Context: an optimization exercise on an open-source flow, tuned for small area, a short achievable clock period and few clock cycles per item. The choices shown serve that exercise and are no tape-out recipe. The RTL was checked by simulation tests, not by an equivalence proof against the original design.

`flow/run.sh`:
```
#!/bin/bash
# synth_recipe.tcl (not shown) runs the flow's synth.tcl, then flattens the netlist and writes it again
# the make line also repeats each setting of config.mk as NAME=value (left out here)
make -C /OpenROAD-flow-scripts/flow DESIGN_CONFIG=/design/flow/config.mk WORK_HOME=/design/flow/orfs CLKGATE_MAP_FILE= SYNTH_SCRIPT=/design/flow/synth_recipe.tcl finish
```
`flow/config.mk`:
```
export PLATFORM = sky130hd
export DESIGN_NAME = gcd
export DESIGN_NICKNAME = gcd
export VERILOG_FILES = /design/flow/design.v
export SDC_FILE = /design/flow/constraint.sdc
export NUM_CORES = 4
export LEC_CHECK = 0
export CAP_MARGIN = 20
export CORE_MARGIN = 2
export CORE_UTILIZATION = 40
export PLACE_DENSITY = 0.6
export SLEW_MARGIN = 20
```
`flow/constraint.sdc`:
```
create_clock -name core_clock -period 4.0 [get_ports {clk}]
set_input_delay 0.8000 -clock core_clock [delete_from_list [all_inputs] [get_ports {clk}]]
set_output_delay 0.8000 -clock core_clock [all_outputs]
set_load 0.01 [all_outputs]
```
`flow/design.v`:
```
module gcd(
      input [31:0]      a_in,
      input [31:0]      b_in,
      input             start,
      input             reset_n,
      input             clk,
      output [31:0]     result,
      output            done
      );
      reg [31:0] a, b;
      reg        busy;       
      wire [31:0] t  = a ~^ b;         
      wire [31:0] pg = a | ~b;         
      wire [31:0] gg = a & ~b;         
      reg  [31:0] G, P;                
      integer lv, i;
      always @* begin
            G = gg;
            P = pg;
            for (lv = 0; lv < 5; lv = lv + 1)
                  for (i = 0; i < 32; i = i + 1)
                        if (i[lv]) begin
                              G[i] = G[i] | (P[i] & G[((i >> lv) << lv) - 1]);
                              P[i] = P[i] & P[((i >> lv) << lv) - 1];
                        end
      end
      wire [32:0] c0 = {G, 1'b0};         
      wire [32:0] c1 = {G | P, 1'b1};     
      wire [31:0] dab = t ^ c1[31:0];     
      wire [31:0] dba = ~(t ^ c0[31:0]);  
      wire a_gt = c0[32];                 
      wire b_gt = ~c1[32];                
      wire eq = &t;
      assign done = busy & (eq | ~|a | ~|b);
      assign result = a | b;
      wire [31:0] u = a | b;
      reg  [31:0] below;                
      always @* begin
            below = {u[30:0], 1'b0};
            for (lv = 0; lv < 5; lv = lv + 1)
                  for (i = 31; i >= 0; i = i - 1)
                        if (i >= (1 << lv))
                              below[i] = below[i] | below[i - (1 << lv)];
      end
      wire [31:0] lo = u & ~below;
      wire [31:0] x  = a ^ b;
      wire ak = |(a & lo);                           
      wire bk = |(b & lo);                           
      wire x1 = |({1'b0, x[31:1]} & lo);             
      wire x2 = |({2'b0, x[31:2]} & lo);             
      wire sub = ak & bk;
      wire a_step = ~ak | (bk & a_gt);
      wire b_step = ~bk | (ak & b_gt);
      wire [1:0] sh = x1 ? 2'd0 : x2 ? 2'd1 : 2'd2;   
      reg [31:0] a_nx, b_nx;
      always @* begin
            if (!sub)
                  a_nx = {1'b0, a[31:1]};
            else case (sh)
                  2'd0: a_nx = {1'b0, dab[31:1]};
                  2'd1: a_nx = {2'b0, dab[31:2]};
                  default: a_nx = {3'b0, dab[31:3]};
            endcase
            if (!sub)
                  b_nx = {1'b0, b[31:1]};
            else case (sh)
                  2'd0: b_nx = {1'b0, dba[31:1]};
                  2'd1: b_nx = {2'b0, dba[31:2]};
                  default: b_nx = {3'b0, dba[31:3]};
            endcase
      end
      always @(posedge clk, negedge reset_n) begin
            if (!reset_n)
                  busy <= 1'b0;
            else if (start)
                  busy <= 1'b1;
      end
      always @(posedge clk) begin
            if (start) begin
                  a <= a_in;
                  b <= b_in;
            end
            else begin
                  if (a_step) a <= a_nx;
                  if (b_step) b <= b_nx;
            end
      end
endmodule
```
==> results of run 1 <==
## layout make-up
class,instances,share of cell area [%]
Multi-Input combinational cell,966,56.5
Inverter,131,4.01
Timing Repair Buffer,243,17.9
Sequential cell,65,15.9
Clock buffer,9,1.84
Clock inverter,7,0.582
Tap cell,319,3.26
## kinds of logic (layout without fill, tap and decap cells)
group           after synthesis  in the layout  synth area share, %
flops                        65             65                 20.1
buf+inv                     197            390                 8.79
fa+ha+maj                   101            101                 13.5
compound gates              355            355                 25.7
simple gates                423            423                 23.4
mux                          42             42                 4.43
xor+xnor                     45             45                 4.08
## routing by layer
| layer | vias up | track usage (%) | share of wire (%) |
|---|---|---|---|
| met3 | 79 | 4.66 | 8.0 |
| met4 | 0 | 11.2 | 2.6 |
| met2 | 584 | 53.1 | 46 |
| li1 | 4948 | - | - |
| met5 | - | 0 | 0 |
| met1 | 5183 | 42.6 | 43 |
## cells in the final DEF, fill, tap and decap left out, types with 42 or more instances in the layout
cell type        synthesis  final
a21oi_1                 70     70
o21ai_0                 62     62
inv_1                  130    130
clkdlybuf4s50_1          0     98
buf_4                    6    134
nor3_1                  43     42
edfxtp_1                64     64
nand2_1                 96     96
nor2_1                  79     78
ha_1                    96     91
## path summary, 6_finish.rpt
kind / startpoint / endpoint / slack, ns / depth (start not counted)
min in group asynchronous: reset_n / busy / 0.58 / 1
min: busy / busy / 0.47 / 1
max reg2reg: a[6] / a[27] / 0.11 / 12
max: a[6] / a[27] / 0.11 / 12
min reg2reg: busy / busy / 0.47 / 1
max in group asynchronous: reset_n / busy / 3.33 / 1
## worst max-delay path, delay by kind of cell (launching register included)
family / cells / cell delay (ns)
buffers and inverters: 2 / 0.28
AO/OA/AOI/OAI: 3 / 0.62
flip-flops: 1 / 0.43
XOR/XNOR: 1 / 0.27
AND/OR/NAND/NOR: 5 / 1.75
adder cells (fa/ha/maj): 1 / 0.24
## state kept, by name, indices dropped and copies added, names as in the netlist
signal  flops
a          32
busy        1
b          32
## per-stage QoR
stage,instances,setup WS (ns),hold WS (ns),utilization (%)
2_1_floorplan,1228,0.223,0.437,-
3_3_place_gp,1724,-0.0543,0.456,50.4
3_5_place_dp,1724,-0.0714,0.454,50.4
4_1_cts,1740,0.0829,0.473,51.7
5_1_grt,1740,-0.00398,0.487,51.9
6_report,1740,0.108,0.473,51.9
## what timing repair did
item                                    in CTS  in global routing
endpoints found under the setup margin       5                 25
resized for setup                            1                 12
endpoints found under the hold margin        0                  0
==> run notes, run 1 <==
EDFF count, synth=64; slowest CP cell=or4b_1; status=timing/DRC/antenna clean; Iteration-0 DRC Markers=1049; CP Data Arrival Time=3.97 ns; Die ar.=25400 µm²; clk root buf=clkbuf_16; Synth Register Bits=65; Layout fillers=2351; CTS Sinks=65; Final nets=1584; YS warnings=1; placed cell areas=11900 µm²; Die X=159 µm; most numerous cell in the Yosys netlist=inv_1; Clock Skews=0.0131 ns; critical-path cell list=inv_1 > ha_1 > or4_1 > or4b_1 > nand3b_1 > nor3_4 > o311ai_1 > xor2_1 > buf_4 > nand2_1 > o211ai_1 > a31oi_1; Ant. Diodes=0; Total GRT Usage=32.0%; Routability Congestion=0.982; first-pass GRT wire length=63.1 mm; synthesis-to-finish area growth=26.8%; FF/Latch Area=1950 µm²; area of the multi-input gates=6920 µm²; CP startpoint kind=flop; IO Pins=100; CTS buffer count=9; Syn Area/Cell=7.87 µm²; layout cell share with drive strength beyond 1=15.0%; register area share after synthesis=20.1%; setup violators final=0; hpwl dp=33.2 mm; Finished Cell Area=12200 µm²; Clk Latency, worst-skew pair=0.36 ns; CP Class=flop to flop; die height=159 µm; htree depth=3; Synth Cell Area=9660 µm²; HP Class=flop to flop; routed len/inst=24.2 µm; Slew Limit Fails=0; setup tns final=0 ns; final hold violation count=0; cell taking the most area after synthesis=edfxtp_1; Fmax=257 MHz; top cell type's share of synthesized area=19.9%; router iterations before antenna repair=6; Syn Inst Count=1228; post-route ant nets=0; DRC=0; max cap viols=0; Crit path largest cell delay=0.67 ns; CTS tree=done; syn_nets=1396; total number of vias=10800; post-CTS setup buffer count=0; CTS Buffer Depth=2; most frequent cells after synthesis=inv_1, ha_1, nand2_1, nor2_1, a21oi_1; largest net degree at the start of global routing=43; Slew HR=39.0%; Worst-Margin Slew=0.908 ns; Critical Path End Type=flop; clk slew on worst S/H paths=0.06 ns; row cnt=56; Primary FF master, synth=edfxtp_1; Initial Utilization=40.9%; WP data required=4.07 ns; Vias/cell=6.20; top area cells in the synthesized netlist=edfxtp_1, ha_1, inv_1; initial antenna violation count=1; Unique masters post-synth=97; minimum clock period=3.89 ns; cts hold-fix bufs=0; Core ar.=23600 µm²; final global-route overflow total=0; WL final=42.1 mm; vias in the first global route=10400; crit share post-route=97.3%; Max FO, Critical Path=7; Port Buf Inserts=99; FFs w/ async S/R, synth=1.54%
Testbench counts, summed over its fixed seeds: cycles 13,892, items 1,600.
==> run 2: changes to the inputs <==
--- a/flow/config.mk
+++ b/flow/config.mk
@@ -10,3 +10,4 @@
 export CORE_UTILIZATION = 40
 export PLACE_DENSITY = 0.6
+export SETUP_SLACK_MARGIN = 0.5
 export SLEW_MARGIN = 20
==> run 2 against run 1 <==
  * First-iteration DRC count is 57% higher
  * Core utilization increased by 6.0 points
  * Critical path type unchanged
==> run notes, run 2 <==
clk slew on worst S/H paths=0.07 ns; Max FO, Critical Path=5; router iterations before antenna repair=8; Iteration-0 DRC Markers=1642; EDFF count, synth=64; setup violators final=0; Syn Area/Cell=7.87 µm²; reg2reg setup slack=0.42 ns; Ant. Diodes=0; CP startpoint kind=flop; DRC=0; status=timing/DRC/antenna clean; Layout fillers=2204; Clk Latency, worst-skew pair=0.36 ns; total number of vias=11300; synthesis-to-finish area growth=41.5%; Clock Skews=0.0120 ns; CTS Sinks=65; Fmax=279 MHz; htree depth=3; Synth Register Bits=65; most frequent cells after synthesis=inv_1, ha_1, nand2_1, nor2_1, a21oi_1; area of the multi-input gates=7730 µm²; slowest CP cell=edfxtp_1; Initial Utilization=40.9%; Final nets=1634; CTS buffer count=9; crit share post-route=89.5%; Core ar.=23600 µm²; commonest non-fill, non-tap cell in the layout=buf_4; Slew HR=55.1%; most numerous cell in the Yosys netlist=inv_1; Syn Inst Count=1228; final global-route overflow total=0; setup ws final=0.420 ns; FFs w/ async S/R, synth=1.54%; syn_nets=1396; HP Class=flop to flop; top cell type's share of synthesized area=19.9%; hold endpoint=busy; hpwl dp=32.4 mm; critical-path cell list=inv_2 > ha_4 > inv_2 > fa_2 > or3_4 > a31oi_4 > o31a_1 > buf_6 > nor3_4 > fa_2 > o21ai_2 > xor2_2 > mux2_4 > a211o_1 > o311ai_2; max cap viols=0; Unique masters post-synth=97; routed len/inst=24.8 µm; IO Pins=100; Primary FF master, synth=edfxtp_1; minimum clock period=3.58 ns; top area cells in the synthesized netlist=edfxtp_1, ha_1, inv_1; die height=159 µm; worst hold path cell count=1; biggest regs=a: 32 flops, b: 32 flops, busy: 1 flops; row cnt=56; CP Class=flop to flop; post-route ant nets=0; placed cell areas=11600 µm²; reg2reg end=a[14]; layout cell share with drive strength beyond 1=26.9%; clk root buf=clkbuf_16; Critical Path End Type=flop; Finished Cell Area=13700 µm²; hold_ws=0.467 ns; FF/Latch Area=1950 µm²; initial antenna violation count=0; Crit path largest cell delay=0.42 ns; commonest cells after routing, fill and taps aside=buf_4, inv_1, clkdlybuf4s50_1, nand2_1, nor2_1; Routability Congestion=0.995; Die X=159 µm; Synth Cell Area=9660 µm²; cell taking the most area after synthesis=edfxtp_1; HP Start=busy; Port Buf Inserts=99; Worst-Margin Slew=0.666 ns; vias in the first global route=10600; RSZ-0062 raised after global routing=true; CP Data Arrival Time=3.76 ns; cts hold-fix bufs=0; WL final=44.4 mm; Die ar.=25400 µm²; Total GRT Usage=32.6%; CTS Buffer Depth=2; Vias/cell=6.31; largest net degree at the start of global routing=45; worst r2r path cells=15; dpl ws=0.121 ns; first-pass GRT wire length=64.1 mm; CTS tree=done; register area share after synthesis=20.1%; WP data required=4.18 ns; setup tns final=0 ns; final hold violation count=0; reg2reg start=b[0]; YS warnings=1; Slew Limit Fails=0
[run 2: cell types whose count changed in the layout (fill, tap and decap cells not counted), moves of 17 or more]
| cell | previous run | this run |
|---|---|---|
| inv_2 | 0 | 18 |
| buf_6 | 1 | 18 |
| inv_1 | 130 | 110 |
| ha_2 | 5 | 22 |
| buf_4 | 134 | 154 |
| ha_1 | 91 | 59 |
[run 2: logic make-up after synthesis]
| family | Yosys count | synth area share [%] |
|---|---|---|
| AO/OA/AOI/OAI | 355 | 25.7 |
| XOR/XNOR | 45 | 4.08 |
| adder cells (fa/ha/maj) | 101 | 13.5 |
| buffers and inverters | 197 | 8.79 |
| flip-flops | 65 | 20.1 |
| multiplexers | 42 | 4.43 |
| AND/OR/NAND/NOR | 423 | 23.4 |
[run 2: how the worst max path moves through the flow]
stage          startpoint  slack, ns    end  depth (start not counted)
3_3_place_gp         a[6]       0.03  a[29]                         12
4_1_cts              b[9]       0.49   done                          6
5_1_grt              b[0]       0.31  a[14]                         15
2_1_floorplan        a[2]       0.58  a[17]                         12
6_report             b[0]       0.42  a[14]                         15
3_5_place_dp         a[6]       0.12  a[29]                         12
[run 2: metal layers]
metal / vias up / global-route usage [%] / wire [µm]
met3: 158 / 6.77 / 4790
met5: - / 0 / 0
li1: 5057 / - / -
met4: 0 / 13.2 / 2130
met2: 707 / 52.2 / 19800
met1: 5371 / 43.0 / 17700
[run 2: critical path: cells and delay by family (launching register included)]
kind | cells | cell delay [ns]
xor gates and xnor gates | 1 | 0.11
DFF | 1 | 0.42
and+or+nand+nor | 2 | 0.42
adders and majority gates | 3 | 0.86
AOI/OAI and AO/OA | 5 | 0.97
buffers and inverters | 3 | 0.32
muxes | 1 | 0.29
[run 2: metrics by stage]
step | std cells | util (%)
4_1_cts | 1741 | 53.3
3_3_place_gp | 1687 | 49.2
5_1_grt | 1790 | 57.9
3_5_place_dp | 1687 | 49.2
2_1_floorplan | 1228 | -
6_report | 1790 | 57.9
[run 2: timing repair]
item                                    4_1_cts  5_1_grt
pin swaps                                    17       33
hold endpoints to repair                      0        0
buffers inserted                             37       42
cloned                                        1        7
endpoints found under the setup margin      127      126
gates resized for setup                      87      139
[run 2: final cells by class]
cell class | instances | area share (%)
flip-flops and latches | 65 | 14.2
clock buffers | 10 | 1.68
clock inverters | 6 | 0.256
repair buffers | 293 | 20.7
well taps | 319 | 2.92
inverters | 131 | 3.67
multi-input cells | 966 | 56.5
==> run 3: changes to the inputs <==
--- a/flow/design.v
+++ b/flow/design.v
@@ -10,12 +10,13 @@
       reg [31:0] a, b;
       reg        busy;       
-      wire [31:0] t  = a ~^ b;         
-      wire [31:0] pg = a | ~b;         
-      wire [31:0] gg = a & ~b;         
+      wire [31:0] x  = a ^ b;
+      wire [31:0] n  = a & b;
+      wire [31:0] t  = ~x;             
+      wire [31:0] gg = a & x;          
       reg  [31:0] G, P;                
       integer lv, i;
       always @* begin
             G = gg;
-            P = pg;
+            P = t;
             for (lv = 0; lv < 5; lv = lv + 1)
                   for (i = 0; i < 32; i = i + 1)
@@ -34,15 +35,14 @@
       assign done = busy & (eq | ~|a | ~|b);
       assign result = a | b;
-      wire [31:0] u = a | b;
+      wire [31:0] u = x | n;           
       reg  [31:0] below;                
       always @* begin
             below = {u[30:0], 1'b0};
             for (lv = 0; lv < 5; lv = lv + 1)
-                  for (i = 31; i >= 0; i = i - 1)
-                        if (i >= (1 << lv))
-                              below[i] = below[i] | below[i - (1 << lv)];
+                  for (i = 0; i < 32; i = i + 1)
+                        if (i[lv])
+                              below[i] = below[i] | below[((i >> lv) << lv) - 1];
       end
-      wire [31:0] lo = u & ~below;
-      wire [31:0] x  = a ^ b;
+      wire [31:0] lo = ~below;         
       wire ak = |(a & lo);                           
       wire bk = |(b & lo);                           
--- a/flow/config.mk
+++ b/flow/config.mk
@@ -10,4 +10,4 @@
 export CORE_UTILIZATION = 40
 export PLACE_DENSITY = 0.6
-export SETUP_SLACK_MARGIN = 0.5
+export SETUP_SLACK_MARGIN = 0.3
 export SLEW_MARGIN = 20
==> run 3 against run 2 <==
  * First-iteration DRC count is 26% lower
  * Worst hold slack better by 0.0043 ns
  * Final area is 21% lower
  * Sequential share of layout area is 3.7 points higher
  * Area after synthesis is 17% lower
  * Core utilization is 2.6 points lower
  * Critical path type unchanged
==> run notes, run 3 <==
status=timing/DRC/antenna clean; worst setup path endpoint=a[29]; IO Pins=100; Fmax=261 MHz; CP Depth=22; Syn Inst Count=1071; DRC=0; initial antenna violation count=1; CTS Buffer Depth=2; Critical Path End Type=flop; total number of vias=9339; layout cell share with drive strength beyond 1=18.1%; reg2reg setup slack=0.17 ns; final hold violation count=0; Final nets=1358; commonest non-fill, non-tap cell in the layout=nand2_1; Total GRT Usage=31.4%; minimum clock period=3.83 ns; crit share post-route=95.7%; top area cells in the synthesized netlist=edfxtp_1, ha_1, a21oi_1; Clock Skews=0.0130 ns; largest net degree at the start of global routing=36; family with the most delay on the worst path=buffers and inverters; post-route ant nets=0; cell taking the most area after synthesis=edfxtp_1; Finished Cell Area=10800 µm²; Primary FF master, synth=edfxtp_1; Slew HR=48.9%; CTS tree=done; biggest regs=a: 32 flops, b: 32 flops, busy: 1 flops; Vias/cell=6.18; clk slew on worst S/H paths=0.06 ns; critical-path cell list=inv_1 > ha_4 > nor4_4 > and3_4 > or3b_4 > nor3_4 > buf_4 > buf_6 > buf_6 > buf_6 > buf_6 > buf_6 > buf_6 > buf_6 > buf_6 > buf_6 > buf_6 > buf_6 > o31ai_4 > xnor2_2 > a221oi_2 > a21oi_1; hold_ws=0.471 ns; Unique masters post-synth=75; cts hold-fix bufs=0; die height=146 µm; Routability Congestion=1.01; placed cell areas=9830 µm²; final global-route overflow total=0; Crit path largest cell delay=0.45 ns; syn_nets=1187; setup violators final=0; HP Class=flop to flop; worst r2r path cells=22; CP startpoint kind=flop; router iterations before antenna repair=6; Port Buf Inserts=99; htree depth=3; Die X=146 µm; WL final=34.8 mm; CTS Sinks=65; Iteration-0 DRC Markers=1219; worst setup path start=b[3]; CP Data Arrival Time=3.92 ns; row cnt=51; Clk Latency, worst-skew pair=0.36 ns; Core ar.=19600 µm²; reg2reg end=a[29]; vias in the first global route=8704; first-pass GRT wire length=51.7 mm; WP buf/inv=13; most numerous cell in the Yosys netlist=nand2_1; routed len/inst=23.0 µm; Synth Cell Area=8040 µm²; hpwl dp=25.3 mm; EDFF count, synth=64; commonest cells after routing, fill and taps aside=nand2_1, buf_4, a21oi_1, inv_1, clkdlybuf4s50_1; Initial Utilization=41.1%; worst hold path cell count=1; synthesis-to-finish area growth=34.7%; register area share after synthesis=24.2%; Die ar.=21300 µm²; CTS buffer count=9; Worst-Margin Slew=0.760 ns; slowest CP cell=edfxtp_1; clk root buf=clkbuf_16; WP data required=4.09 ns; setup tns final=0 ns; Ant. Diodes=0; Slew Limit Fails=0; reg2reg start=b[3]; Max FO, Critical Path=4; CP Class=flop to flop; most frequent cells after synthesis=nand2_1, a21oi_1, inv_1, o21ai_0, edfxtp_1; top cell type's share of synthesized area=23.9%; Synth Register Bits=65; YS warnings=1; RSZ-0062 raised after global routing=true; Syn Area/Cell=7.51 µm²; FFs w/ async S/R, synth=1.54%; CP dominant cell by count=buf_6; max cap viols=0
## run 3: changes by cell type after synthesis, moves of 20 or more
cell	delta
a21oi_1	+45
o21ai_1	-20
clkbuf_1	+31
nand2_1	+25
inv_1	-23
nor3_1	-26
ha_1	-47
## run 3: metal layers
metal  up-vias  global-route usage, %  part of all wire, %
met5         -                      0                0.037
met4         2                   9.90                  2.7
met3        74                   5.71                  8.8
met2       564                   47.5                   44
met1      4413                   45.2                   44
li1       4286                      -                    -
## run 3: final cells by class
| cell class | instances | area (µm²) |
|---|---|---|
| Fill cell | 1852 | 8750 |
| Multi-Input combinational cell | 824 | 5710 |
| Timing Repair Buffer | 233 | 2140 |
| Sequential cell | 65 | 1950 |
| Inverter | 109 | 409 |
| Tap cell | 265 | 332 |
| Clock buffer | 14 | 264 |
| Clock inverter | 2 | 37.5 |
## run 3: repair_timing
item / in CTS / in global routing
gates cloned: 0 / 2
setup buffers: 23 / 21
setup endpoints to repair: 36 / 125
pin swaps: 14 / 18
resized for setup: 36 / 39
## run 3: cell families (layout without fill, tap and decap cells)
logic type                 after synthesis  count (layout)  share of synthesized area, %
xor gates and xnor gates                62              62                          6.75
and+or+nand+nor                        297             298                          17.3
DFF                                     65              65                          24.2
AOI/OAI and AO/OA                      383             383                          31.1
adders and majority gates               49              49                          7.62
buffers and inverters                  183             358                          8.87
muxes                                   32              32                          4.22
## run 3: through the flow
stage	std cells	setup WS [ns]	util (%)
global placement	1450	0.178	50.2
detailed placement	1450	0.134	50.2
CTS	1489	0.225	53.4
global route	1512	0.0705	55.3
finish	1512	0.170	55.3
floorplan	1071	0.330	-
## run 3: worst min-delay path by stage
| stage | start | to | slack (ns) |
|---|---|---|---|
| global placement | busy | busy | 0.45 |
| CTS | busy | busy | 0.47 |
| detailed placement | busy | busy | 0.46 |
| global route | busy | busy | 0.50 |
| floorplan | busy | busy | 0.44 |
| finish | busy | busy | 0.47 |
Testbench counts of run 3, summed over its fixed seeds: cycles 13,892, items 1,600.
==> run 4: changes to the inputs <==
--- a/flow/config.mk
+++ b/flow/config.mk
@@ -10,4 +10,3 @@
 export CORE_UTILIZATION = 40
 export PLACE_DENSITY = 0.6
-export SETUP_SLACK_MARGIN = 0.3
 export SLEW_MARGIN = 20
==> run 4 against run 3 <==
  * Synthesized cell count unchanged
  * Still clean
  * Via count is 2.2% lower
  * First-iteration DRC count decreased by 6.5%
  * Die area unchanged
  * Worst hold slack better by 0.0048 ns
  * Critical path type unchanged
==> run notes, run 4 <==
status=timing/DRC/antenna clean; Synth Register Bits=65; clk slew on worst S/H paths=0.06 ns; Syn Area/Cell=7.51 µm²; clk root buf=clkbuf_16; reg2reg start=b[11]; Max FO, Critical Path=11; total number of vias=9129; CP Class=flop to flop; CTS Sinks=65; worst r2r path cells=13; Ant. Diodes=0; vias in the first global route=8668; CTS Buffer Depth=2; Syn Inst Count=1071; YS warnings=1; Clk Latency, worst-skew pair=0.36 ns; IO Pins=100; XOR/XNOR Fraction of Synth Area=6.75%; commonest non-fill, non-tap cell in the layout=nand2_1; WL final=33.1 mm; row cnt=51; top cell type's share of synthesized area=23.9%; initial antenna violation count=0; post-route insts no fill=1465; FFs w/ async S/R, synth=1.54%; setup ws final=0.0886 ns; reg2reg setup slack=0.09 ns; final hold violation count=0; CTS buffer count=9; max cap viols=0; Synth Area in Simple Gates=17.3%; Initial Utilization=41.1%; post-synthesis mux area share=4.22%; Total GRT Usage=30.9%; dpl ws=0.155 ns; minimum clock period=3.91 ns; final global-route overflow total=0; Iteration-0 DRC Markers=1140; Unique masters post-synth=75; Slew HR=43.5%; Die ar.=21300 µm²; Core ar.=19600 µm²; routed len/inst=22.6 µm; dpl cells=1449; crit share post-route=97.8%; cell taking the most area after synthesis=edfxtp_1; EDFF count, synth=64; largest net degree at the start of global routing=54; Fmax=256 MHz; RSZ-0062 raised after global routing=true; Die X=146 µm; most numerous cell in the Yosys netlist=nand2_1; setup violators final=0; Clock Skews=0.00801 ns; post-route ant nets=0; top area cells in the synthesized netlist=edfxtp_1, ha_1, a21oi_1; Synth Area in Adders=7.62%; post-CTS setup buffer count=0; CP startpoint kind=flop; Worst-Margin Slew=0.844 ns; most frequent cells after synthesis=nand2_1, a21oi_1, inv_1, o21ai_0, edfxtp_1; Slew Limit Fails=0; Layout fillers=2009; CTS tree=done; worst hold path cell count=1; Synth Cell Area=8040 µm²; Compound-Gate Fraction of Synth Area=31.1%; die height=146 µm; syn_nets=1187; reg2reg end=a[28]; CP Data Arrival Time=4.01 ns; HP Class=flop to flop; Final nets=1311; commonest cells after routing, fill and taps aside=nand2_1, a21oi_1, inv_1, clkdlybuf4s50_1, buf_4; Vias/cell=6.23; DRC=0; setup tns final=0 ns; hold endpoint=busy; htree depth=3; WP data required=4.10 ns; biggest regs=a: 32 flops, b: 32 flops, busy: 1 flops; Port Buf Inserts=99; first-pass GRT wire length=51.2 mm; hpwl dp=25.2 mm; Routability Congestion=0.982; router iterations before antenna repair=6; layout cell share with drive strength beyond 1=11.3%; register area share after synthesis=24.2%; largest family of logic cells by synthesized area=compound AO/OA/AOI/OAI gates; HP Start=busy; Critical Path End Type=flop; synthesis-to-finish area growth=26.1%; Primary FF master, synth=edfxtp_1
run 4: cell counts after synthesis:
No cell type changed its count.
run 4: stage by stage:
stage               hold slack [ns]  utilization (%)  cell area (µm²)
floorplan                     0.437                -             8050
global placement              0.469             50.0             9790
detailed placement            0.467             50.0             9790
CTS                           0.484             51.7            10100
global route                  0.499             51.8            10100
finish                        0.476             51.8            10100
run 4: critical path, stage by stage (launching register included):
cell and delay [ns]:
edfxtp_1 0.40, inv_1 0.08, ha_1 0.31, buf_4 0.20, mux2_2 0.37, a221o_1 0.40
a211o_4 0.40, o2111a_1 0.29, or2_0 0.24, buf_4 0.18, o31ai_4 0.17, xnor2_1 0.16
o31ai_2 0.33, o21ai_1 0.12
run 4: how the worst max path moves through the flow:
stage | from | endpoint | slack [ns] | cells after the start
floorplan | a[9] | b[0] | 0.11 | 12
global placement | a[13] | a[28] | 0.11 | 13
detailed placement | b[11] | a[28] | 0.16 | 13
CTS | b[11] | a[28] | 0.12 | 13
global route | b[11] | a[29] | -0.02 | 13
finish | b[11] | a[28] | 0.09 | 13
run 4: what timing repair did:
item | 4_1_cts | 5_1_grt
endpoints found under the setup margin | 1 | 21
gates cloned | 0 | 0
hold buffers | 0 | 0
pin swaps | 1 | 3
gates resized for setup | 4 | 4
run 4: cell type report:
| class | count | area, µm² | share of cell area [%] |
|---|---|---|---|
| clock buffers | 10 | 229 | 2.26 |
| clock inverters | 6 | 82.6 | 0.814 |
| inverters | 109 | 409 | 4.03 |
| multi-input cells | 823 | 5460 | 53.8 |
| flip-flops and latches | 65 | 1950 | 19.2 |
| well taps | 265 | 332 | 3.27 |
| repair buffers | 187 | 1690 | 16.7 |
run 4: routing by layer:
metal	wire length [µm]	vias to the layer above	track usage, %
met5	0	-	0
met4	1050	0	11.0
met3	3250	68	5.96
met2	14400	546	47.0
met1	14400	4330	43.5
li1	-	4185	-
run 4: kinds of logic (layout without fill, tap and decap cells):
group / after synthesis / after routing
flip-flops: 65 / 65
AND/OR/NAND/NOR: 297 / 297
multiplexers: 32 / 32
XOR/XNOR: 62 / 62
AO/OA/AOI/OAI: 383 / 383
adder cells (fa/ha/maj): 49 / 49
buffers and inverters: 183 / 312
==> run 5: changes to the inputs <==
==> flow/flow/run.sh (new file) <==
#!/bin/bash
cp standard.sh standard_sh.log
export BUFFER_PORTS_ARGS="-buffer_cell sky130_fd_sc_hd__buf_1"
bash standard.sh > standard.log 2>&1
==> flow/standard.sh (new file) <==
#!/bin/bash
# synth_recipe.tcl (not shown) runs the flow's synth.tcl, then flattens the netlist and writes it again
# the make line also repeats each setting of config.mk as NAME=value (left out here)
make -C /OpenROAD-flow-scripts/flow DESIGN_CONFIG=/design/flow/config.mk WORK_HOME=/design/flow/orfs CLKGATE_MAP_FILE= SYNTH_SCRIPT=/design/flow/synth_recipe.tcl "${@:-finish}"
removed: flow/run.sh
==> run 5 against run 4 <==
  * Still clean on timing, DRC and antenna
  * Routed wire length down 2.3%
  * Maximum frequency is 0.20% higher
  * Largest cell class unchanged
  * Global-route usage fell by 1.1 points
  * Critical path depth shrank 1
  * Sequential share of layout area grew 1.5 points
  * Area after synthesis unchanged
==> run notes, run 5 <==
placed cell areas=9090 µm²; top area cells in the synthesized netlist=edfxtp_1, ha_1, a21oi_1; top layer in use=met4; CTS Sinks=65; setup ws final=0.0963 ns; Unique masters post-synth=75; CP startpoint kind=flop; Clock Skews=0.00825 ns; hpwl dp=24.6 mm; routed wl met3=3.05 mm; Finished Cell Area=9410 µm²; Routability Congestion=1.02; die height=146 µm; HP Class=input port to async pin; Slew HR=45.9%; Core ar.=19600 µm²; routed len/inst=22.3 µm; Syn Area/Cell=7.51 µm²; total number of vias=9078; RSZ-0062 raised after global routing=true; commonest non-fill, non-tap cell in the layout=nand2_1; initial antenna violation count=0; Syn Inst Count=1071; status=timing/DRC/antenna clean; cell taking the most area after synthesis=edfxtp_1; WP data required=4.10 ns; CTS tree=done; register area share after synthesis=24.2%; vias in the first global route=8395; CP Class=flop to flop; Ant. Diodes=0; largest net degree at the start of global routing=48; crit share post-route=97.6%; syn_nets=1187; Die ar.=21300 µm²; htree depth=3; CP Data Arrival Time=4.00 ns; Primary FF master, synth=edfxtp_1; Synth Cell Area=8040 µm²; dpl ws=0.158 ns; reg2reg start=a[11]; EDFF count, synth=64; post-route ant nets=0; Die X=146 µm; met1 WL=14.2 mm; FFs w/ async S/R, synth=1.54%; worst setup path start=a[11]; Worst-Margin Slew=0.809 ns; clk root buf=clkbuf_16; Fmax=256 MHz; CTS buffer count=9; synthesis-to-finish area growth=17.0%; Final Util=48.0%; setup violators final=0; most numerous cell in the Yosys netlist=nand2_1; Final nets=1297; Clk Latency, worst-skew pair=0.36 ns; DRC=0; final hold violation count=0; Iteration-0 DRC Markers=1229; Initial Utilization=41.1%; post-route insts no fill=1451; row cnt=51; Vias/cell=6.26; commonest cells after routing, fill and taps aside=nand2_1, a21oi_1, inv_1, buf_1, o21ai_0; max cap viols=0; minimum clock period=3.90 ns; Port Buf Inserts=99; layout cell share with drive strength beyond 1=10.5%; WL final=32.4 mm; Critical Path End Type=flop; Slew Limit Fails=0; biggest regs=a: 32 flops, b: 32 flops, busy: 1 flops; Total GRT Usage=29.8%; cts hold-fix bufs=0; IO Pins=100; met2 wire length=14.0 mm; most frequent cells after synthesis=nand2_1, a21oi_1, inv_1, o21ai_0, edfxtp_1; top cell type's share of synthesized area=23.9%; Max FO, Critical Path=9; first-pass GRT wire length=49.5 mm; Synth Register Bits=65; final global-route overflow total=0; dpl cells=1434; YS warnings=1; clk slew on worst S/H paths=0.06 ns; hold_ws=0.189 ns; router iterations before antenna repair=5; CTS Buffer Depth=2
run 5: worst max-delay path, cell delays in order, from the launching register on:
cell and delay [ns]:
edfxtp_1 0.43, inv_1 0.09, ha_1 0.41, mux2_2 0.38, a221o_1 0.40, a211o_4 0.40, o2111a_1 0.28, or2_0 0.23
buf_4 0.18, o31ai_4 0.17, xnor2_1 0.17, o31ai_2 0.38, o21ai_1 0.12
run 5: worst paths after layout:
| path | endpoint | slack, ns | depth (start not counted) |
|---|---|---|---|
| max | a[28] | 0.1 | 12 |
| min | busy | 0.19 | 1 |
| max reg2reg | a[28] | 0.1 | 12 |
| min reg2reg | busy | 0.47 | 1 |
| max in group asynchronous | busy | 3.72 | 1 |
| min in group core_clock | busy | 0.47 | 1 |
run 5: cell families after synthesis:
family	after synthesis	synth area share, %
mux	32	4.22
fa+ha+maj	49	7.62
simple gates	297	17.3
xor+xnor	62	6.75
flops	65	24.2
compound gates	383	31.1
buf+inv	183	8.87
run 5: layer usage:
metal  vias up  track usage (%)
li1       4162                -
met1      4316             42.8
met2       525             44.5
met3        75             4.67
met4         0             12.2
met5         -                0
run 5: area by class of cell:
class,count,area (µm²)
Clock buffer,10,229
Clock inverter,6,35.0
Fill cell,2061,10200
Inverter,109,409
Multi-Input combinational cell,823,5470
Sequential cell,65,1950
Tap cell,265,332
Timing Repair Buffer,173,993
run 5: repair_timing:
item / CTS / global route
pin swaps: 0 / 1
endpoints found under the setup margin: 1 / 2
buffers inserted: 1 / 0
resized for setup: 2 / 7
run 5: stage by stage:
step | TNS, ns
after floorplan | 0
after global placement | 0
after detailed placement | 0
after CTS | 0
after global routing | -0.0434
final | 0
==> run 6: changes to the inputs <==
==> flow/flow/run.sh (replaced) <==
#!/bin/bash
cp standard.sh standard_sh.log
export BUFFER_PORTS_ARGS="-buffer_cell sky130_fd_sc_hd__buf_1"
export RECOVER_POWER=100
bash standard.sh > standard.log 2>&1
--- a/flow/config.mk
+++ b/flow/config.mk
@@ -9,4 +9,5 @@
 export CORE_MARGIN = 2
 export CORE_UTILIZATION = 40
+export CTS_BUF_LIST = sky130_fd_sc_hd__clkbuf_8
 export PLACE_DENSITY = 0.6
 export SLEW_MARGIN = 20
==> run 6 against run 5 <==
  * The layout now fails its checks (capacitance limit, slew limit)
  * Clock-buffer cell count fell by 1
  * Global-route usage fell by 0.066 points
  * Via count rose by 0.19%
  * Maximum frequency barely moved
  * Cell count rose by 0.34%
  * Setup slack improved by 0.00057 ns
  * Flip-flop and latch count did not move
==> run notes, run 6 <==
Critical Path End Type=flop; setup violators final=0; first-pass GRT wire length=49.4 mm; most frequent cells after synthesis=nand2_1, a21oi_1, inv_1, o21ai_0, edfxtp_1; worst r2r path cells=12; synthesis-to-finish area growth=15.9%; routed len/inst=22.3 µm; post-synthesis mux area share=4.22%; FFs w/ async S/R, synth=1.54%; Unique masters post-synth=75; syn_nets=1187; Synth Cell Area=8040 µm²; layout cell share with drive strength beyond 1=10.4%; CTS buffer count=9; Final Util=47.6%; worst setup path endpoint=a[28]; Syn Inst Count=1071; Max FO, Critical Path=9; CP Depth=12; final hold violation count=0; Compound-Gate Fraction of Synth Area=31.1%; reg2reg end=a[28]; Vias/cell=6.25; total number of vias=9095; Worst-Margin Slew=2.09 ns; WP buf/inv=2; EDFF count, synth=64; htree depth=3; biggest regs=a: 32 flops, b: 32 flops, busy: 1 flops; max cap viols=1; HP Class=input port to async pin; Crit path largest cell delay=0.42 ns; Synth Area in Adders=7.62%; commonest non-fill, non-tap cell in the layout=nand2_1; Routability Congestion=1.02; Ant. Diodes=0; DRC=0; slowest CP cell=edfxtp_1; Slew Limit Fails=43; top cell type's share of synthesized area=23.9%; IO Pins=100; Final nets=1302; Core ar.=19600 µm²; CTS Buffer Depth=2; Fmax=256 MHz; Die X=146 µm; dpl cells=1434; Port Buf Inserts=99; layout check failures=capacitance limit, slew limit; largest net degree at the start of global routing=48; Total GRT Usage=29.8%; Die ar.=21300 µm²; minimum clock period=3.90 ns; Clock Skews=0.0119 ns; clk slew on worst S/H paths=0.09 ns; family with the most delay on the worst path=compound AO/OA/AOI/OAI gates; die height=146 µm; crit share post-route=97.6%; status=complete, but fails checks; post-route ant nets=0; Primary FF master, synth=edfxtp_1; reg2reg start=a[11]; CP Data Arrival Time=4.03 ns; CTS tree=done; Syn Area/Cell=7.51 µm²; commonest cells after routing, fill and taps aside=nand2_1, a21oi_1, inv_1, buf_1, o21ai_0; Synth Register Bits=65; Initial Utilization=41.1%; XOR/XNOR Fraction of Synth Area=6.75%; hpwl dp=24.6 mm; reg2reg setup slack=0.1 ns; dpl ws=0.158 ns; cell taking the most area after synthesis=edfxtp_1; CP startpoint kind=flop; worst setup path start=a[11]; Clk Latency, worst-skew pair=0.39 ns; WP data required=4.13 ns; initial antenna violation count=0; largest family of logic cells by synthesized area=compound AO/OA/AOI/OAI gates; register area share after synthesis=24.2%; clk root buf=clkbuf_8; row cnt=51; post-route insts no fill=1456; top area cells in the synthesized netlist=edfxtp_1, ha_1, a21oi_1; CP Class=flop to flop; Iteration-0 DRC Markers=1098; router iterations before antenna repair=7; critical-path cell list=inv_1 > ha_2 > mux2_1 > a221o_1 > a211o_4 > o2111a_1 > or2_0 > buf_4 > o31ai_4 > xnor2_1 > o31ai_2 > o21ai_1; final global-route overflow total=0; CTS Sinks=65; YS warnings=1; vias in the first global route=8414; setup ws final=0.0968 ns; Synth Area in Simple Gates=17.3%; setup tns final=0 ns; most numerous cell in the Yosys netlist=nand2_1; WL final=32.4 mm; Slew HR=-39.3%
-- run 6: through the flow --
step | cell area (µm²) | hold slack [ns]
4_1_cts | 9280 | 0.149
3_5_place_dp | 9090 | 0.459
2_1_floorplan | 8050 | 0.437
3_3_place_gp | 9090 | 0.457
6_report | 9320 | 0.158
5_1_grt | 9320 | 0.157
-- run 6: final cells by class --
cell class,instances,area (µm²)
well taps,265,332
clock inverters,7,38.8
flip-flops and latches,65,1950
fillers,2089,10300
clock buffers,9,124
multi-input cells,823,5490
repair buffers,178,983
inverters,109,409
-- run 6: worst min-delay path by stage --
stage                     startpoint  slack [ns]    to  cells after the start
after floorplan                 busy        0.44  busy                      1
after global placement          busy        0.46  busy                      1
after detailed placement        busy        0.46  busy                      1
after CTS                    reset_n        0.15  busy                      1
after global routing         reset_n        0.16  busy                      1
final                        reset_n        0.16  busy                      1
-- run 6: kinds of logic after synthesis --
| group | count (synthesis) |
|---|---|
| AOI/OAI and AO/OA | 383 |
| buffers and inverters | 183 |
| muxes | 32 |
| adders and majority gates | 49 |
| DFF | 65 |
| and+or+nand+nor | 297 |
| xor gates and xnor gates | 62 |
-- run 6: timing repair --
item                       4_1_cts  5_1_grt
gates resized for setup          2       12
setup endpoints to repair        1        2
pin swaps                        0        1
hold buffers                     0        0
buffers inserted                 1        5
-- run 6: per-layer routing --
metal	GRT usage [%]	vias up	share of wire (%)
met5	0	-	0
met4	13.0	0	4.0
met3	5.11	90	9.7
met2	44.2	555	43
met1	42.2	4278	44
li1	-	4172	-
==> run 7: changes to the inputs <==
==> flow/flow/run.sh (replaced) <==
#!/bin/bash
cp standard.sh standard_sh.log
export BUFFER_PORTS_ARGS="-buffer_cell sky130_fd_sc_hd__buf_1"
bash standard.sh > standard.log 2>&1
==> run 7 against run 6 <==
  * Now clean on timing, DRC and antenna
  * Synthesized cell count unchanged
  * Cell count unchanged
  * Flip-flop and latch count unchanged
  * Clock-buffer cell count unchanged
  * Maximum frequency up 0.30%
  * Worst hold slack worse by 0.0024 ns
  * Highest routed layer unchanged
  * Critical endpoint unchanged
  * Global-route usage unchanged
==> run notes, run 7 <==
IO Pins=100; commonest non-fill, non-tap cell in the layout=nand2_1; Unique masters post-synth=75; YS warnings=1; post-synthesis mux area share=4.22%; placed cell areas=9090 µm²; layout cell share with drive strength beyond 1=11.3%; largest family of logic cells by synthesized area=compound AO/OA/AOI/OAI gates; Finished Cell Area=9370 µm²; Initial Utilization=41.1%; Synth Register Bits=65; Slew Limit Fails=0; WP data required=4.13 ns; DRC=0; die height=146 µm; Port Buf Inserts=99; Final nets=1302; CTS Sinks=65; largest net degree at the start of global routing=48; WL final=32.5 mm; total number of vias=9017; Vias/cell=6.19; Clock Skews=0.00995 ns; HP Class=input port to async pin; commonest cells after routing, fill and taps aside=nand2_1, a21oi_1, inv_1, buf_1; CP startpoint kind=flop; first-pass GRT wire length=49.4 mm; CTS Buffer Depth=2; Core ar.=19600 µm²; Worst-Margin Slew=0.811 ns; clk root buf=clkbuf_8; FFs w/ async S/R, synth=1.54%; biggest regs=a: 32 flops, b: 32 flops, busy: 1 flops; Compound-Gate Fraction of Synth Area=31.1%; Max FO, Critical Path=9; Fmax=257 MHz; minimum clock period=3.89 ns; Syn Inst Count=1071; top cell type's share of synthesized area=23.9%; final hold violation count=0; CP Class=flop to flop; row cnt=51; Die X=146 µm; cell taking the most area after synthesis=edfxtp_1; synthesis-to-finish area growth=16.5%; most numerous cell in the Yosys netlist=nand2_1; final global-route overflow total=0; status=timing/DRC/antenna clean; CTS buffer count=9; XOR/XNOR Fraction of Synth Area=6.75%; Iteration-0 DRC Markers=1247; Ant. Diodes=0; most frequent cells after synthesis=nand2_1, a21oi_1, inv_1, o21ai_0, edfxtp_1; Critical Path End Type=flop; CTS tree=done; Clk Latency, worst-skew pair=0.39 ns; post-route ant nets=0; setup violators final=0; syn_nets=1187; Final Util=47.8%; clk slew on worst S/H paths=0.09 ns; register area share after synthesis=24.2%; EDFF count, synth=64; htree depth=3; Slew HR=45.4%; router iterations before antenna repair=6; Routability Congestion=1.02; initial antenna violation count=0; Die ar.=21300 µm²; Primary FF master, synth=edfxtp_1; Synth Area in Adders=7.62%; hpwl dp=24.6 mm; Synth Cell Area=8040 µm²; Synth Area in Simple Gates=17.3%; Syn Area/Cell=7.51 µm²; crit share post-route=97.3%; vias in the first global route=8414; top area cells in the synthesized netlist=edfxtp_1, ha_1, a21oi_1; CP Data Arrival Time=4.02 ns; routed len/inst=22.3 µm; max cap viols=0; Total GRT Usage=29.8%
## run 7: worst paths after layout
check / from / end / slack [ns] / cells after the start
worst max-delay path: a[11] / a[28] / 0.11 / 12
worst min-delay path: reset_n / busy / 0.16 / 1
worst max register to register: a[11] / a[28] / 0.11 / 12
worst min register to register: busy / busy / 0.48 / 1
max in group asynchronous: reset_n / busy / 3.75 / 1
min in group core_clock: busy / busy / 0.48 / 1
## run 7: area by class of cell
type                       count  area (µm²)
tap                          265         332
sequential                    65        1950
clock buffer                   9         124
inverter                     109         409
timing repair buffer         178        1030
multi-input combinational    823        5490
fill                        2079       10200
clock inverter                 7        38.8
## run 7: metrics by stage
stage               setup WS, ns  hold slack (ns)  setup TNS [ns]  cells
finish                     0.109            0.156               0   1456
global route             -0.0102            0.157         -0.0300   1456
CTS                      0.00885            0.149               0   1451
detailed placement         0.158            0.459               0   1434
global placement           0.144            0.457               0   1434
floorplan                  0.108            0.437               0   1071
## run 7: worst max-delay path, stage by stage, from the launching register on
cell	delay, ns
edfxtp_1	0.42
inv_1	0.09
ha_2	0.41
mux2_2	0.37
a221o_1	0.40
a211o_4	0.40
o2111a_1	0.28
or2_0	0.24
buf_4	0.18
o31ai_4	0.17
xnor2_1	0.17
o31ai_2	0.37
o21ai_1	0.12
## run 7: layer usage
layer | vias up | global-route usage [%] | share of wire [%]
li1 | 4175 | - | -
met3 | 89 | 5.11 | 10
met1 | 4215 | 42.2 | 44
met2 | 538 | 44.2 | 42
met4 | 0 | 13.0 | 4.0
met5 | - | 0 | 0
## run 7: logic make-up after synthesis
family | after synthesis
AO/OA/AOI/OAI | 383
AND/OR/NAND/NOR | 297
buffers and inverters | 183
flip-flops | 65
XOR/XNOR | 62
adder cells (fa/ha/maj) | 49
multiplexers | 32
## run 7: timing repair
item	in CTS	in global routing
resized for setup	2	12
pin swaps	0	1
hold buffers	0	0
endpoints found under the setup margin	1	2
buffers inserted	1	5
hold endpoints to repair	0	0
==> run 8: changes to the inputs <==
--- a/flow/config.mk
+++ b/flow/config.mk
@@ -8,6 +8,6 @@
 export CAP_MARGIN = 20
 export CORE_MARGIN = 2
-export CORE_UTILIZATION = 40
+export CORE_UTILIZATION = 65
 export CTS_BUF_LIST = sky130_fd_sc_hd__clkbuf_8
-export PLACE_DENSITY = 0.6
+export PLACE_DENSITY = 0.75
 export SLEW_MARGIN = 20
==> run 8 against run 7 <==
  * First-iteration DRC count grew 53%
  * Worst hold slack improved by 0.014 ns
  * Clock skew up 0.0053 ns
  * Clock-buffer cell count up 2
  * Highest routed layer unchanged
  * Via count rose by 4.9%
==> run notes, run 8 <==
status=timing/DRC/antenna clean; HP Class=input port to async pin; minimum clock period=3.94 ns; most numerous cell in the Yosys netlist=nand2_1; most frequent cells after synthesis=nand2_1, a21oi_1, inv_1, o21ai_0, edfxtp_1; Port Buf Inserts=99; Synth Register Bits=65; biggest regs=a: 32 flops, b: 32 flops, busy: 1 flops; DRC=0; CP Data Arrival Time=3.14 ns; Die ar.=13300 µm²; IO Pins=100; post-route insts no fill=1344; Total GRT Usage=46.6%; dpl cells=1321; CTS Buffer Depth=2; commonest non-fill, non-tap cell in the layout=nand2_1; Max FO, Critical Path=6; max cap viols=0; CTS buffer count=9; layout cell share with drive strength beyond 1=10.1%; Slew HR=40.9%; syn_nets=1187; die height=115 µm; Iteration-0 DRC Markers=1907; final global-route overflow total=0; Routability Congestion=1.10; Fmax=254 MHz; row cnt=40; Primary FF master, synth=edfxtp_1; clk slew on worst S/H paths=0.09 ns; first-pass GRT wire length=47.1 mm; htree depth=3; top cell type's share of synthesized area=23.9%; Clock Skews=0.0153 ns; Initial Utilization=66.7%; Worst-Margin Slew=0.881 ns; YS warnings=1; routed len/inst=23.0 µm; Unique masters post-synth=75; initial antenna violation count=0; cell taking the most area after synthesis=edfxtp_1; clk root buf=clkbuf_8; crit share post-route=98.4%; router iterations before antenna repair=8; vias in the first global route=8615; FFs w/ async S/R, synth=1.54%; top area cells in the synthesized netlist=edfxtp_1, ha_1, a21oi_1; post-route ant nets=0; hpwl dp=23.1 mm; register area share after synthesis=24.2%; Vias/cell=7.04; WL final=31.0 mm; setup violators final=0; synthesis-to-finish area growth=13.5%; Core ar.=12100 µm²; CTS tree=done; total number of vias=9458; largest net degree at the start of global routing=59; Critical Path End Type=output pin; Ant. Diodes=0; CP startpoint kind=flop; commonest cells after routing, fill and taps aside=nand2_1, a21oi_1, inv_1, buf_1, o21ai_0; Slew Limit Fails=0; CTS Sinks=65; EDFF count, synth=64; final hold violation count=0; RSZ-0062 raised after global routing=true; WP data required=3.20 ns; Syn Inst Count=1071; Clk Latency, worst-skew pair=0.39 ns; reg2reg start=b[8]; Final nets=1287; CP Class=flop to output pin; Die X=115 µm; Syn Area/Cell=7.51 µm²; Synth Cell Area=8040 µm²; worst setup path start=b[10]
-- run 8: path summary, 6_finish.rpt --
kind / slack [ns] / depth (start not counted) / endpoint
worst max-delay path: 0.06 / 10 / done
worst min-delay path: 0.17 / 1 / busy
worst max register to register: 0.12 / 11 / b[15]
worst min register to register: 0.51 / 1 / busy
max in group asynchronous: 3.73 / 1 / busy
min in group core_clock: 0.51 / 1 / busy
-- run 8: layout make-up --
cell class | instances | area, µm²
well taps | 168 | 210
inverters | 109 | 409
flip-flops and latches | 65 | 1950
clock buffers | 11 | 151
clock inverters | 5 | 22.5
multi-input cells | 823 | 5470
fillers | 918 | 2930
repair buffers | 163 | 917
-- run 8: metal layers --
| layer | GRT usage, % | share of wire [%] |
|---|---|---|
| met1 | 62.2 | 37 |
| met2 | 68.6 | 42 |
| met3 | 13.4 | 15 |
| met4 | 24.2 | 5.7 |
| met5 | 0 | 0 |
-- run 8: logic make-up (layout without fill, tap and decap cells) --
group | count (synthesis) | after routing | synth area share, %
compound gates | 383 | 383 | 31.1
xor+xnor | 62 | 62 | 6.75
fa+ha+maj | 49 | 49 | 7.62
buf+inv | 183 | 288 | 8.87
flops | 65 | 65 | 24.2
mux | 32 | 32 | 4.22
simple gates | 297 | 297 | 17.3
-- run 8: worst max-delay path: stages (launching register included) --
cell and delay, ns:
edfxtp_1 0.42, inv_1 0.12, ha_2 0.34, nor4_2 0.29
buf_4 0.17, and3_1 0.22, or3b_2 0.52, nor3_2 0.17
and3_4 0.22, o21a_1 0.14, clkbuf_2 0.13
-- run 8: what timing repair did --
action / CTS / global route
resized for setup: 4 / 10
gates cloned: 0 / 0
setup endpoints to repair: 1 / 48
hold buffers: 0 / 0
buffers inserted: 1 / 6
pin swaps: 0 / 2
-- run 8: through the flow --
step	setup TNS (ns)	setup slack (ns)	util (%)	instance area, µm²	hold WS [ns]
after floorplan	0	0.108	-	8050	0.437
after global placement	0	0.213	73.4	8850	0.499
after detailed placement	0	0.159	73.4	8850	0.484
after CTS	0	0.000210	75.0	9050	0.170
after global routing	-0.0229	-0.0229	75.7	9130	0.167
final	0	0.0643	75.7	9130	0.170
==> run 9: changes to the inputs <==
--- a/flow/config.mk
+++ b/flow/config.mk
@@ -8,6 +8,6 @@
 export CAP_MARGIN = 20
 export CORE_MARGIN = 2
-export CORE_UTILIZATION = 65
+export CORE_UTILIZATION = 55
 export CTS_BUF_LIST = sky130_fd_sc_hd__clkbuf_8
-export PLACE_DENSITY = 0.75
+export PLACE_DENSITY = 0.65
 export SLEW_MARGIN = 20
==> run 9 against run 8 <==
  * Largest cell class unchanged
  * Synthesized cell count did not move
  * Worst hold slack improved by 0.0042 ns
  * Die area rose by 18%
  * Register-to-register slack improved by 0.02 ns
  * Cell count rose by 1.9%
  * Final area rose by 1.0%
  * Sequential share of layout area fell by 0.21 points
==> run notes, run 9 <==
FF/Latch Area=1950 µm²; Routability Congestion=1.02; Final nets=1297; top area cells in the synthesized netlist=edfxtp_1, ha_1, a21oi_1; final hold violation count=0; HP Class=input port to async pin; Compound-Gate Fraction of Synth Area=31.1%; Synth Cell Area=8040 µm²; register area share after synthesis=24.2%; CP Class=flop to output pin; status=timing/DRC/antenna clean; Layout fillers=1345; largest net degree at the start of global routing=57; placed cell areas=8910 µm²; EDFF count, synth=64; Worst-Margin Slew=0.983 ns; CP dominant cell by count=buf_4; top cell type's share of synthesized area=23.9%; Total GRT Usage=39.4%; final global-route overflow total=0; area of the multi-input gates=5490 µm²; commonest non-fill, non-tap cell in the layout=nand2_1; Ant. Diodes=0; syn_nets=1187; WP data required=3.20 ns; Fmax=257 MHz; max cap viols=0; Port Buf Inserts=99; Critical Path End Type=output pin; Synth Area in Adders=7.62%; slowest CP cell=edfxtp_1; Slew HR=34.5%; hpwl dp=23.7 mm; routed len/inst=23.3 µm; cell taking the most area after synthesis=edfxtp_1; most frequent cells after synthesis=nand2_1, a21oi_1, inv_1, o21ai_0, edfxtp_1; Die ar.=15600 µm²; most numerous cell in the Yosys netlist=nand2_1; CTS tree=done; first-pass GRT wire length=48.1 mm; row cnt=44; synthesis-to-finish area growth=14.7%; CTS Buffer Depth=2; CP Depth=11; clk slew on worst S/H paths=0.08 ns; WP buf/inv=4; post-route ant nets=0; Syn Inst Count=1071; worst r2r path cells=13; IO Pins=100; Vias/cell=6.76; Synth Area in Simple Gates=17.3%; Unique masters post-synth=75; biggest regs=a: 32 flops, b: 32 flops, busy: 1 flops; CTS buffer count=9; CP Data Arrival Time=3.08 ns; setup violators final=0; htree depth=3; Core ar.=14400 µm²; Clock Skews=0.0168 ns; Clk Latency, worst-skew pair=0.39 ns; Syn Area/Cell=7.51 µm²; router iterations before antenna repair=6; crit share post-route=97.1%; clk root buf=clkbuf_8; Slew Limit Fails=0; CTS Sinks=65; Max FO, Critical Path=11; Finished Cell Area=9220 µm²; critical-path cell list=inv_1 > ha_1 > buf_4 > nor4_2 > buf_4 > and3_1 > or3b_4 > nor3_4 > and3_4 > o21a_1 > buf_1; initial antenna violation count=1; YS warnings=1; XOR/XNOR Fraction of Synth Area=6.75%; total number of vias=9261; Primary FF master, synth=edfxtp_1; largest family of logic cells by synthesized area=compound AO/OA/AOI/OAI gates; WL final=31.9 mm; Die X=125 µm; vias in the first global route=8430; die height=125 µm; commonest cells after routing, fill and taps aside=nand2_1, a21oi_1, inv_1, buf_1, o21ai_0; Initial Utilization=55.8%; CP startpoint kind=flop; dpl cells=1345; Final Util=63.9%; layout cell share with drive strength beyond 1=10.5%; Iteration-0 DRC Markers=1169; minimum clock period=3.88 ns; family with the most delay on the worst path=simple AND/OR/NAND/NOR gates; DRC=0; Crit path largest cell delay=0.44 ns; hold_ws=0.174 ns; Synth Register Bits=65; FFs w/ async S/R, synth=1.54%; post-route insts no fill=1370; post-synthesis mux area share=4.22%
-- run 9: cell counts after synthesis --
Identical to the previous run, type by type.
-- run 9: cell type report --
cell class / instances / area share [%]
flip-flops and latches: 65 / 21.1
clock inverters: 6 / 0.556
inverters: 109 / 4.44
multi-input cells: 824 / 59.5
well taps: 184 / 2.50
clock buffers: 10 / 1.49
repair buffers: 172 / 10.4
-- run 9: path summary, 6_finish.rpt --
| path | from | endpoint | slack [ns] |
|---|---|---|---|
| worst max-delay path | a[11] | done | 0.12 |
| worst min-delay path | reset_n | busy | 0.17 |
| worst max register to register | a[1] | b[14] | 0.14 |
| worst min register to register | busy | busy | 0.47 |
| max in group asynchronous | reset_n | busy | 3.73 |
| min in group core_clock | busy | busy | 0.47 |
-- run 9: repair_timing --
item,CTS,global route
hold buffers,0,0
gates cloned,0,1
pin swaps,1,4
gates resized for setup,5,9
setup buffers,4,4
endpoints found under the setup margin,1,54
-- run 9: worst register-to-register path: stages, from the launching register on --
cell      delay [ns]
edfxtp_1        0.50
inv_1           0.10
ha_1            0.27
nand3_2         0.20
nor4_2          0.45
nand4_1         0.20
buf_4           0.22
nor3_1          0.18
a211oi_1        0.09
or2_1           0.30
buf_12          0.20
nor2_2          0.54
o211ai_1        0.20
o221a_2         0.17
-- run 9: per-stage QoR --
stage	worst slack (ns)	TNS, ns
3_3_place_gp	0.0839	0
6_report	0.116	0
4_1_cts	0.0321	0
2_1_floorplan	0.108	0
5_1_grt	-0.00710	-0.00710
3_5_place_dp	0.0620	0
-- run 9: routing by layer --
metal	routed length, µm	GRT usage, %	up-vias
met5	7	0	-
met4	1580	18.2	2
met3	3940	8.52	140
met2	13500	59.0	674
met1	12800	54.4	4278
li1	-	-	4167
-- run 9: cell families (layout without fill, tap and decap cells) --
| family | count (synthesis) | count (layout) |
|---|---|---|
| AOI/OAI and AO/OA | 383 | 384 |
| xor gates and xnor gates | 62 | 62 |
| adders and majority gates | 49 | 49 |
| buffers and inverters | 183 | 297 |
| DFF | 65 | 65 |
| muxes | 32 | 32 |
| and+or+nand+nor | 297 | 297 |
==> run 10: changes to the inputs <==
==> flow/flow/run.sh (replaced) <==
#!/bin/bash
set -e
cp standard.sh standard_sh.log
rm -rf scripts
cp -r "$FLOW_HOME/scripts" scripts
cp flow/abc_speed.script scripts/abc_speed.script
export BUFFER_PORTS_ARGS="-buffer_cell sky130_fd_sc_hd__buf_1"
bash standard.sh SCRIPTS_DIR="$PWD/scripts" finish > standard.log 2>&1
==> flow/flow/abc_speed.script (new file) <==
&get -n
&st
&dch
&nf
&st
&syn2
&if -g -K 6
&synch2
&nf
&st
&dch
&nf -R 1000
&put
buffer -c
topo
stime -c
upsize -c
dnsize -c
--- a/flow/config.mk
+++ b/flow/config.mk
@@ -8,6 +8,6 @@
 export CAP_MARGIN = 20
 export CORE_MARGIN = 2
-export CORE_UTILIZATION = 55
+export CORE_UTILIZATION = 65
 export CTS_BUF_LIST = sky130_fd_sc_hd__clkbuf_8
-export PLACE_DENSITY = 0.65
+export PLACE_DENSITY = 0.75
 export SLEW_MARGIN = 20
==> run 10 against run 9 <==
  * The layout now fails its checks (setup timing)
  * Flip-flop and latch count stayed put
  * Worst hold slack hardly changed
  * Register-to-register slack got worse by 0.15 ns
  * Global-route usage is 5.9 points higher
  * Setup slack lost 0.13 ns
  * Die area shrank 21%
  * Clock-buffer cell count fell by 1
  * First-iteration DRC count increased by 23%
  * Synthesized cell count shrank 10%
==> run notes, run 10 <==
top cell type's share of synthesized area=25.9%; CTS Buffer Depth=2; status=complete, but fails checks; CTS tree=done; Port Buf Inserts=99; Final nets=1233; first-pass GRT wire length=44.4 mm; crit share post-route=100%; post-route ant nets=0; max cap viols=0; Syn Area/Cell=7.70 µm²; CTS buffer count=9; Clock Skews=0.0177 ns; cts hold-fix bufs=0; commonest cells after routing, fill and taps aside=a21oi_1, buf_4, buf_1, inv_1, nand2_1; hold_ws=0.174 ns; CP startpoint kind=flop; post-route insts no fill=1265; most numerous cell in the Yosys netlist=a21oi_1; Primary FF master, synth=edfxtp_1; Total GRT Usage=45.2%; Iteration-0 DRC Markers=1437; Fmax=249 MHz; Synth Register Bits=65; CP Data Arrival Time=4.11 ns; Syn Inst Count=964; largest net degree at the start of global routing=105; setup tns final=-0.0389 ns; htree depth=3; Synth Cell Area=7420 µm²; setup violators final=11; layout check failures=setup timing; total number of vias=8941; minimum clock period=4.01 ns; M3 GR Usage=11.6%; synthesis-to-finish area growth=23.4%; row cnt=39; Die ar.=12300 µm²; routed len/inst=22.9 µm; Initial Utilization=65.9%; HP Class=input port to async pin; FF/Latch Area=1950 µm²; register area share after synthesis=26.2%; Layout fillers=770; final global-route overflow total=0; most used routing layer=met2; Routability Congestion=1.08; YS warnings=1; initial antenna violation count=0; most frequent cells after synthesis=a21oi_1, inv_1, nand2_1, nor2_1, edfxtp_1; vias in the first global route=8408; RSZ-0062 raised after global routing=true; hpwl dp=20.9 mm; layout cell share with drive strength beyond 1=18.2%; final hold violation count=0; WL final=28.9 mm; Vias/cell=7.07; router iterations before antenna repair=9; clk slew on worst S/H paths=0.08 ns; die height=111 µm; Clk Latency, worst-skew pair=0.39 ns; Worst-Margin Slew=1.06 ns; syn_nets=1080; Final Util=81.3%; CP Class=flop to flop; met2 usage=69.7%; WP data required=4.10 ns; area of the multi-input gates=5100 µm²; Slew HR=29.4%; setup ws final=-0.00941 ns; CTS Sinks=65; biggest regs=a: 32 flops, b: 32 flops, busy: 1 flops; Die X=111 µm; Slew Limit Fails=0; clk root buf=clkbuf_8; Max FO, Critical Path=6; FFs w/ async S/R, synth=1.54%; grt met1 use=58.9%; IO Pins=100; Unique masters post-synth=66; top area cells in the synthesized netlist=edfxtp_1, ha_1, a21oi_1; dpl cells=1221; Critical Path End Type=flop; EDFF count, synth=64; DRC=0; cell taking the most area after synthesis=edfxtp_1; commonest non-fill, non-tap cell in the layout=a21oi_1; Core ar.=11300 µm²
==> run 10: cell types whose count changed after synthesis, sizes merged, moves of 9 or more <==
cell | before | now
a221oi | 10 | 27
a22o | 3 | 13
a31oi | 21 | 5
buf | 14 | 25
clkbuf | 60 | 48
mux2 | 9 | 0
nand2 | 121 | 80
nand3 | 26 | 16
o21ai | 78 | 90
o22ai | 7 | 17
==> run 10: cell type report <==
type / instances / share of cell area, %
tap: 143 / 1.95
inverter: 102 / 4.18
antenna: 1 / 0.0273
multi-input combinational: 724 / 55.7
sequential: 65 / 21.2
clock inverter: 6 / 0.560
timing repair buffer: 215 / 15.0
clock buffer: 9 / 1.35
==> run 10: per-stage QoR <==
| step | setup WS [ns] | instance area [µm²] |
|---|---|---|
| global route | -0.111 | 9160 |
| CTS | 0.0163 | 8760 |
| finish | -0.00941 | 9170 |
| floorplan | -0.259 | 7460 |
| global placement | -0.218 | 8440 |
| detailed placement | -0.209 | 8440 |
==> run 10: what timing repair did <==
item,in CTS,in global routing
setup buffers,7,19
resized for setup,17,54
pin swaps,5,16
endpoints found under the setup margin,46,95
cloned,1,1
endpoints found under the hold margin,0,0
==> run 10: cell families (layout without fill, tap and decap cells) <==
family | count (synthesis) | in the layout | share of synthesized area, %
adder cells (fa/ha/maj) | 49 | 49 | 8.26
AND/OR/NAND/NOR | 233 | 233 | 14.8
AO/OA/AOI/OAI | 366 | 366 | 31.9
multiplexers | 20 | 20 | 2.86
other | 0 | 1 | 0
buffers and inverters | 175 | 332 | 9.29
flip-flops | 65 | 65 | 26.2
XOR/XNOR | 56 | 56 | 6.71
==> run 10: final timing paths <==
path | startpoint | end | slack [ns] | cells past startpoint
hold / removal | reset_n | busy | 0.17 | 1
setup reg to reg | b[5] | b[6] | -0.009 | 17
hold reg to reg | busy | busy | 0.52 | 1
setup / recovery | b[5] | b[6] | -0.009 | 17
max in group asynchronous | reset_n | busy | 3.73 | 1
min in group core_clock | busy | busy | 0.52 | 1
==> run 10: metal layers <==
| layer | share of wire, % | wire length (µm) |
|---|---|---|
| met1 | 36 | 10500 |
| met2 | 43 | 12400 |
| met3 | 14 | 4180 |
| met4 | 6.6 | 1910 |
| met5 | 0 | 0 |
==> run 10: worst max-delay path, cell delays in order, from the launching register on <==
cell       delay (ns)
edfxtp_1         0.41
inv_2            0.09
ha_4             0.34
mux2i_4          0.26
o31ai_1          0.12
a21oi_4          0.16
o21ai_2          0.09
a21oi_2          0.17
nor2_2           0.05
or3_4            0.37
nand4_4          0.09
nand3_4          0.12
a221o_1          0.40
a211oi_2         0.27
a21oi_2          0.08
o311ai_4         0.35
buf_6            0.20
clkbuf_16        0.16

-- separate check: timing with driven ports --
In the flow no input, the clock included, has a driving cell. The finished layouts below were timed again as built, in two steps.
Step 1: set_driving_cell puts a clkbuf_16 on clk and a buf_2 on each other input, an assumption about the parent block.
Step 2 adds t to the input delays and takes it off the output delays; t is the mean of the earliest and latest rising clock arrival at the registers after step 1. Input paths then give back, and output paths get back, about the clock's delay inside the block.
Slacks: no drivers / after step 1 / after step 2; pairs: no drivers / after step 1.
| run | shift t [ns] | setup WS [ns] | clock arrival spread, ns | pins driven straight from the clock port |
|---|---|---|---|---|
| run 1 | 0.402 | 0.108 / 0.108 / 0.108 | 0.013 / 0.013 | 1 |
| run 2 | 0.402 | 0.420 / 0.391 / 0.420 | 0.012 / 0.012 | 1 |
| run 3 | 0.395 | 0.170 / 0.170 / 0.170 | 0.013 / 0.013 | 1 |
| run 4 | 0.399 | 0.089 / 0.089 / 0.089 | 0.008 / 0.008 | 1 |
| run 5 | 0.398 | 0.096 / 0.070 / 0.096 | 0.009 / 0.008 | 1 |
| run 6 | 0.423 | 0.097 / 0.076 / 0.018 | 0.011 / 0.012 | 1 |
| run 7 | 0.425 | 0.109 / 0.070 / 0.109 | 0.010 / 0.010 | 1 |
| run 8 | 0.415 | 0.064 / 0.028 / 0.125 | 0.015 / 0.015 | 1 |
| run 9 | 0.418 | 0.116 / 0.074 / 0.143 | 0.016 / 0.017 | 1 |
| run 10 | 0.417 | -0.009 / -0.009 / -0.009 | 0.018 / 0.017 | 1 |
The setup slack of run 6, which loses most, moves by -0.021 ns with the drivers and by -0.079 ns with both steps.
